Source: an optimization exercise on an open RTL-to-GDS flow (aim: small area, a short achievable clock period and few clock cycles per item). Production flows keep margins and buffers that such runs may drop. At most, simulation tests tie the RTL to the original design; equivalence was not proved. Power figures rest on the tool's default switching activity, not on a simulated workload.

Setup of v38:
// divider_nr
module divider_nr
  #
  (
   parameter BITS      = 16
   )
  (
   input wire                       clk,
   input wire                       reset,
   input wire                       start,
   input wire unsigned [BITS-1:0]   dividend,
   input wire unsigned [BITS-1:0]   divisor,
   output logic                     done,
   output logic unsigned [BITS-1:0] quotient,
   output logic unsigned [BITS-1:0] remainder
   );
  localparam BC = $clog2(BITS);
  logic [BITS-1:0] rem_q;      
  logic [BITS-2:0] quo_q;      
  logic [BC-1:0]   idx_q;      
  logic            bit_q;      
  logic            busy_q;
  logic [BITS-1:0] div_q;      
  function automatic logic [3:0] msb_pos(input logic [15:0] x);
    logic [7:0] y8;
    logic [3:0] y4;
    logic [1:0] y2;
    msb_pos[3] = |x[15:8];
    y8         = msb_pos[3] ? x[15:8] : x[7:0];
    msb_pos[2] = |y8[7:4];
    y4         = msb_pos[2] ? y8[7:4] : y8[3:0];
    msb_pos[1] = |y4[3:2];
    y2         = msb_pos[1] ? y4[3:2] : y4[1:0];
    msb_pos[0] = y2[1];
  endfunction
  logic [3:0] pa, pb;
  logic [4:0] pdiff;
  logic       neg;
  logic [BC-1:0] sh;
  assign pa    = msb_pos(dividend);
  assign pb    = msb_pos(divisor);
  assign pdiff = {1'b0, pa} - {1'b0, pb};
  ...
Size: ~570 cells after synthesis, about 53 flip-flops, about 68 I/O pins.
Settings: LEC_CHECK=0, ABC_AREA=1, CAP_MARGIN=20, CORE_MARGIN=2, CORE_UTILIZATION=65, SETUP_SLACK_MARGIN=1.1, SLEW_MARGIN=20; clock period 5.0 ns.
standard.sh (not shown) runs the stock make flow with config.mk's settings and CLKGATE_MAP_FILE= SYNTH_SCRIPT=/design/flow/synth_recipe.tcl, a recipe that flattens the netlist after the stock synthesis.
==> flow/flow/run.sh <==
#!/bin/bash
cp standard.sh standard_sh.txt
export BUFFER_PORTS_ARGS="-buffer_cell sky130_fd_sc_hd__buf_2"
bash standard.sh > standard.log 2>&1
The flow did not stop early for v38: all stages ran, and the layout cleared the timing, DRC and antenna checks.
Testbench counts of v38, summed over its fixed seeds: cycles 5,943, items 1,600.
Input changes introduced in v24 (baseline for comparison: v38):
- changing SETUP_SLACK_MARGIN from 1.1 to 1.3
- changing CORE_UTILIZATION from 65 to 60
==> flow/flow/run.sh <==
#!/bin/bash
cp standard.sh standard_sh.txt
export BUFFER_PORTS_ARGS="-buffer_cell sky130_fd_sc_hd__buf_2"
export ADDER_MAP_FILE=
bash standard.sh > standard.log 2>&1
Notes after the runs:
Looking at the reports, v38 completed the entire flow and the layout it produced met the timing, DRC and antenna checks.
Looking at the reports, v24 completed the entire flow and the layout it produced met the timing, DRC and antenna checks.
v38 → v24: total design power went up 1.5%; combinational power went up about 4%; worst hold slack went down 6.4 ps.
For v38, the startpoint of the worst setup timing path was dividend[8], unlike v24, where it was rem_q[3].
Comparing v24 and v38, the lower worst setup slack is on v38.
Going from v38 to v24, die outline area has increased, share of the synthesized netlist area taken by xor and xnor gates rose 0.99 points, layout cell share with drive strength beyond 1 down 1.2 points, x dimension of the die moved up.
[inputs] v44 vs v24
- PLACE_DENSITY newly set to 0.75
- SETUP_SLACK_MARGIN changed from 1.3 to 1.0
==> flow/flow/run.sh <==
#!/bin/bash
cp standard.sh standard_sh.txt
export BUFFER_PORTS_ARGS="-buffer_cell sky130_fd_sc_hd__buf_2"
bash standard.sh > standard.log 2>&1
## What came out
v44 — share of total power consumed by net switching 1.3 points lower, v24 as reference. Number of global-route vias before repair: v44 < v24. Compared to v24, v44 has part of the power in the clock network 1.2 points higher. v24 → v44: number of signal-net buffers in the layout saw an increase, fraction of power consumed by combinational cells lost 2.9 points, fraction of area in multi-input gates fell by 1.2 points, synthesized cell count went down 67, share of the clock period used by the worst path saw an increase. v44: utilization lower than v24. Re number of logic stages on the critical path including buffering: v44 and v24 aren't equal, and the lower value belongs to v24.
## Diff of input files: v51 against v44
- PLACE_DENSITY no longer set, was 0.75
- CORE_UTILIZATION now 55, was 60
Results
- In summary, v51 completed successfully, with a layout that passed the timing, DRC and antenna checks.
- Combinational power of v51 exceeds that of v44 by a few percent.
- Aggregate global-route resource usage, v44 and v51: larger value in v44
- Compared with v44, placement density in the core of v51 is lower.
- [v51] worst slack at placement fell 120 ps relative to v44


indigo:
divider_nr, a different RTL version from the one above (not shown whole).
Size in the first run: roughly 55 flip-flops, about 68 I/O pins, about 4400 um^2 of cells after synthesis.
Settings: LEC_CHECK=0, ABC_AREA=1, CAP_MARGIN=20, CORE_MARGIN=2, CORE_UTILIZATION=60, SETUP_SLACK_MARGIN=1.5, SLEW_MARGIN=20; clock period 5.0 ns.
==> flow/flow/run.sh <==
#!/bin/bash
cp standard.sh standard_sh.txt
export BUFFER_PORTS_ARGS="-buffer_cell sky130_fd_sc_hd__buf_2"
export ADDER_MAP_FILE=
bash standard.sh > standard.log 2>&1
indigo finished end to end and its layout was clean on timing, DRC and antenna.
Testbench counts of indigo, summed over its fixed seeds: cycles 6,651, items 1,600.
[inputs] maple vs indigo
Settings: swapping 1.5 for 1.75 in SETUP_SLACK_MARGIN.
Results
- Clock skew essentially unchanged between maple and indigo.
- In maple the final-layout fill cell count turned out about 0.55% higher than in indigo.
- Between maple and indigo, the proportion of cell area occupied by registers does not differ in any meaningful way.
- Cell with the biggest individual delay on the critical path: dfxtp_1 -> indigo, edfxtp_1 -> maple
- Final critical delay including setup and external delays in maple is 0.20 ns lower than in indigo
- Summary of the comparison: via total after detailed routing is higher in maple, relative to indigo.
- Diff indigo -> maple: final layout net count saw an increase; internal power summed over all cells saw an increase; worst setup slack saw an increase.
- Per the comparison of maple with indigo, maximum clock frequency higher; share of the core filled with cells in the final layout shows an increase of 0.40 points.
Input-level comparison between xenon and maple:
Settings: SETUP_SLACK_MARGIN changed from 1.75 to 2.0.
--- outcome ---
Summary of xenon over maple: count of fill cells added during filler insertion went down 1.7%; proportion of power drawn by flip-flops and latches fell 0.6 points; sequential share of layout area has decreased; number of distinct library cell variants in the gate-level netlist after synthesis stayed essentially flat; final worst-path cycle share shrank by 2.8 points.
xenon | status: complete | timing, DRC, antenna: pass
maple: flow completed, timing, DRC and antenna clean
[xenon] minimum period implied by the final worst setup slack fell 0.14 ns relative to maple


build 15:
The RTL this note starts from:
==> flow/design.v <==
`timescale 1ns/10ps
module leading_ones
  #
  (
   parameter SELECTOR,
   parameter BITS      = 16
   )
  (
   input wire [BITS-1:0]         SW,
   output logic [$clog2(BITS):0] LED
   );
  generate
    if (SELECTOR == "UNIQUE_CASE") begin : g_UNIQUE_CASE
      always_comb begin
        LED           = '0;  
        unique case (1'b1)
          SW[15]:  LED  = 16;
          SW[14]:  LED  = 15;
          SW[13]:  LED  = 14;
          SW[12]:  LED  = 13;
          SW[11]:  LED  = 12;
          SW[10]:  LED  = 11;
          SW[9]:   LED  = 10;
          SW[8]:   LED  = 9;
          SW[7]:   LED  = 8;
          SW[6]:   LED  = 7;
          SW[5]:   LED  = 6;
          SW[4]:   LED  = 5;
          SW[3]:   LED  = 4;
          SW[2]:   LED  = 3;
          SW[1]:   LED  = 2;
          SW[0]:   LED  = 1;
        endcase
      end  
    end else if (SELECTOR == "CASE") begin : g_CASE  
      always_comb begin
        LED           = '0;  
        case (1'b1)
          SW[15]:  LED  = 16;
          SW[14]:  LED  = 15;
          SW[13]:  LED  = 14;
          SW[12]:  LED  = 13;
          SW[11]:  LED  = 12;
          SW[10]:  LED  = 11;
          SW[9]:   LED  = 10;
          SW[8]:   LED  = 9;
          SW[7]:   LED  = 8;
          SW[6]:   LED  = 7;
          SW[5]:   LED  = 6;
          SW[4]:   LED  = 5;
          SW[3]:   LED  = 4;
          SW[2]:   LED  = 3;
          SW[1]:   LED  = 2;
          SW[0]:   LED  = 1;
          default: LED  = 0;
        endcase
      end  
    end else if (SELECTOR == "DOWN_FOR") begin : g_UP_IF
      logic found;
      always_comb begin
        LED = '0;
        found = 1'b0;
        for (int i = $high(SW); i >= $low(SW); i--) begin
          if (SW[i] && !found) begin
            LED = i + 1;
            found = 1'b1;
          end
        end
      end
    end else if (SELECTOR == "UP_FOR") begin : g_DOWN_IF
      always_comb begin
        LED = '0;
        for (int i = $low(SW); i <= $high(SW); i++) begin
          if (SW[i]) begin
            LED = i + 1;
          end
        end
      end
    end
  endgenerate
endmodule
`timescale 1ns/10ps
module divider_nr
  #
  (
   parameter BITS      = 16
   )
  (
   input wire                       clk,
   input wire                       reset,
   input wire                       start,
   input wire unsigned [BITS-1:0]   dividend,
   input wire unsigned [BITS-1:0]   divisor,
   output logic                     done,
   output logic unsigned [BITS-1:0] quotient,
   output logic unsigned [BITS-1:0] remainder
   );
  localparam BC = $clog2(BITS);
  logic [BITS-1:0] rem_q;      
  logic [BITS-2:0] quo_q;      
  logic [BC-1:0]   idx_q;      
  logic            bit_q;      
  logic            busy_q;
  logic [BITS-1:0] div_q;      
  logic [BC:0] na, nb;
  leading_ones #(.SELECTOR("DOWN_FOR"), .BITS(BITS)) u_lod_a (.SW(dividend), .LED(na));
  leading_ones #(.SELECTOR("DOWN_FOR"), .BITS(BITS)) u_lod_b (.SW(divisor | 1'b1), .LED(nb));
  logic signed [BC+1:0] diff;
  logic [BC-1:0]        sh;
  assign diff = $signed({1'b0, na}) - $signed({1'b0, nb});
  assign sh   = diff[BC+1] ? '0 : diff[BC-1:0];
  logic [BC-1:0] nidx;
  assign nidx = start ? sh : idx_q - 1'b1;
  logic [BITS:0]   trial;
  logic [BITS+1:0] diffr;
  logic            qbit;
  assign trial = {rem_q, bit_q};
  assign diffr = {1'b0, trial} - {2'b0, div_q};
  assign qbit  = ~diffr[BITS+1];
  assign done      = busy_q && (idx_q == '0);
  assign quotient  = {quo_q, qbit};
  assign remainder = qbit ? diffr[BITS-1:0] : trial[BITS-1:0];
  always_ff @(posedge clk) begin
    idx_q <= nidx;
    div_q <= divisor;
    bit_q <= dividend[nidx];
    if (start) begin
      busy_q <= 1'b1;
      rem_q  <= (dividend >> 1) >> sh;
      quo_q  <= '0;
    end else begin
      if (done) busy_q <= 1'b0;
      rem_q <= remainder;
      quo_q <= quotient[BITS-2:0];
    end
    if (reset) busy_q <= 1'b0;
  end
endmodule
make LEC_CHECK=0 ABC_AREA=1 CAP_MARGIN=20 CORE_MARGIN=2 CORE_UTILIZATION=40 SLEW_MARGIN=20 finish   # period 5.0 ns
run.sh (not shown) runs the stock make flow with config.mk's settings and CLKGATE_MAP_FILE= SYNTH_SCRIPT=/design/flow/synth_recipe.tcl, a recipe that flattens the netlist after the stock synthesis.
Stock flow here: none of the scripts above is used.
The inputs of build 31 differ from those of build 15 as listed below.
- SETUP_SLACK_MARGIN now 1.5, previously not set
==> comparison <==
- In build 31, the number of logic stages on the critical path including buffering came out 1 below the value in build 15.
- Looking at reported clock group power across build 15 and build 31, the one that comes out higher is build 31.
- Run comparison: build 15 critical path launch point dividend[14]; build 31 critical path launch point divisor[9]
- Build 15 -> build 31: number of H-tree levels delta 0, exact match
- Higher slew at the pin closest to its max-slew limit goes to build 15 over build 31.
- On required time at the worst-slack endpoint, build 15 and build 31 are neck and neck.
- Going from build 15 to build 31, final critical path time including I/O delays and setup shrank by 0.84 ns, power grew by about 22%.
Edits applied to the flow inputs when going from build 31 to build 51:
- a change of SETUP_SLACK_MARGIN from 1.5 to 0.5
--- outcome ---
Run comparison: build 51 critical-path cell with the highest stage delay clkdlybuf4s50_1; build 31 critical-path cell with the highest stage delay fa_2. Looking at global-route usage, build 51 sits 3.1 points below build 31. When build 51 is set beside build 31, its setup slack turns out to be 0.69 ns smaller. Taking build 31 as 1.0, build 51 lands at 0.941 on sequential power. The higher hold slack came out of build 31. Clock skew (higher): build 31. Number of post-CTS setup repair buffers, build 31 and build 51: lower on build 51. Build 51 vs build 31 — count of TritonRoute iterations in the first routing pass rose 1.
Edits applied to the flow inputs when going from build 51 to build 57:
- clearing ABC_AREA, which used to be 1
- clearing SETUP_SLACK_MARGIN, which used to be 0.5
Findings:
- For build 57, the most common library cell in the layout ignoring fill and taps was clkdlybuf4s50_1, unlike build 51, where it was nand3_1.
- Sequential cell fraction of total power, build 57 and build 51: higher on build 51
- Going from build 51 to build 57, the fraction of the core area covered by cells at the end of the flow was found to have gone up by 1.8 points.
- Sort build 57 and build 51 by worst hold slack after final layout, descending, and build 57 comes first.
What build 35 does differently from build 57 at the input level:
- ABC_AREA: unset -> 1
- SETUP_SLACK_MARGIN: unset -> 1.0
- Build 35 went all the way through synthesis, placement and routing and the layout is clean on timing, DRC and antenna.
- Worst setup slack: build 35 > build 57
- The final reports for build 35 and build 57 show maximum fanout along the worst path higher in the former.
- Total iterations of the first detailed-routing run: build 57 vs build 35, no meaningful difference
- Comparing build 57 and build 35, the higher die extent in y is on build 35.
- Compared with build 57, in build 35 total power went down 0.32%; final hold slack shrank by 0.036 ns; maximum achievable frequency went up by 20%.
- Lower number of global-route vias before repair among build 57 and build 35: build 57
- Build 35 vs build 57, instance count: build 35 higher
Function was not checked in any run of this note: the RTL went through the layout flow alone.

-- static timing again, ports no longer ideal --
Ports are ideal in the flow. The routed layouts listed here were re-timed in OpenROAD. Step 1: set_driving_cell puts a clkbuf_16 on clk and a buf_2 on each other input, an assumption about the parent block. Step 2 times the ports against the registers' clock, not the clock port: input delays grow and output delays shrink by t, the midpoint of the rising clock arrivals with the driver on. Slacks: ideal ports / drivers / drivers and shift; pairs: ideal ports / drivers.
| run | shift t [ns] | setup slack, ns | worst setup path at the end |
|---|---|---|---|
| v38 | 0.347 | 0.970 / 0.968 / 0.622 | input to register |
| v24 | 0.329 | 1.360 / 1.332 / 1.228 | input to register |
| v44 | 0.339 | 1.106 / 1.116 / 0.777 | input to register |
| v51 | 0.345 | 1.167 / 1.137 / 0.832 | input to register |
| indigo | 0.349 | 1.766 / 1.730 / 1.586 | input to register |
| maple | 0.350 | 1.969 / 1.934 / 1.661 | input to register |
| xenon | 0.351 | 2.108 / 2.072 / 1.859 | input to register |
| build 15 | 0.337 | 0.617 / 0.627 / 0.291 | input to register |
| build 31 | 0.348 | 1.460 / 1.461 / 1.113 | input to register |
| build 51 | 0.336 | 0.769 / 0.737 / 0.462 | input to register |
| build 57 | 0.342 | 0.387 / 0.393 / 0.051 | input to register |
| build 35 | 0.339 | 1.149 / 1.116 / 0.859 | input to register |
After both steps setup and hold are still met in every run listed. The setup slack of v38, which loses most, moves by -0.002 ns with the drivers and by -0.348 ns with both steps.
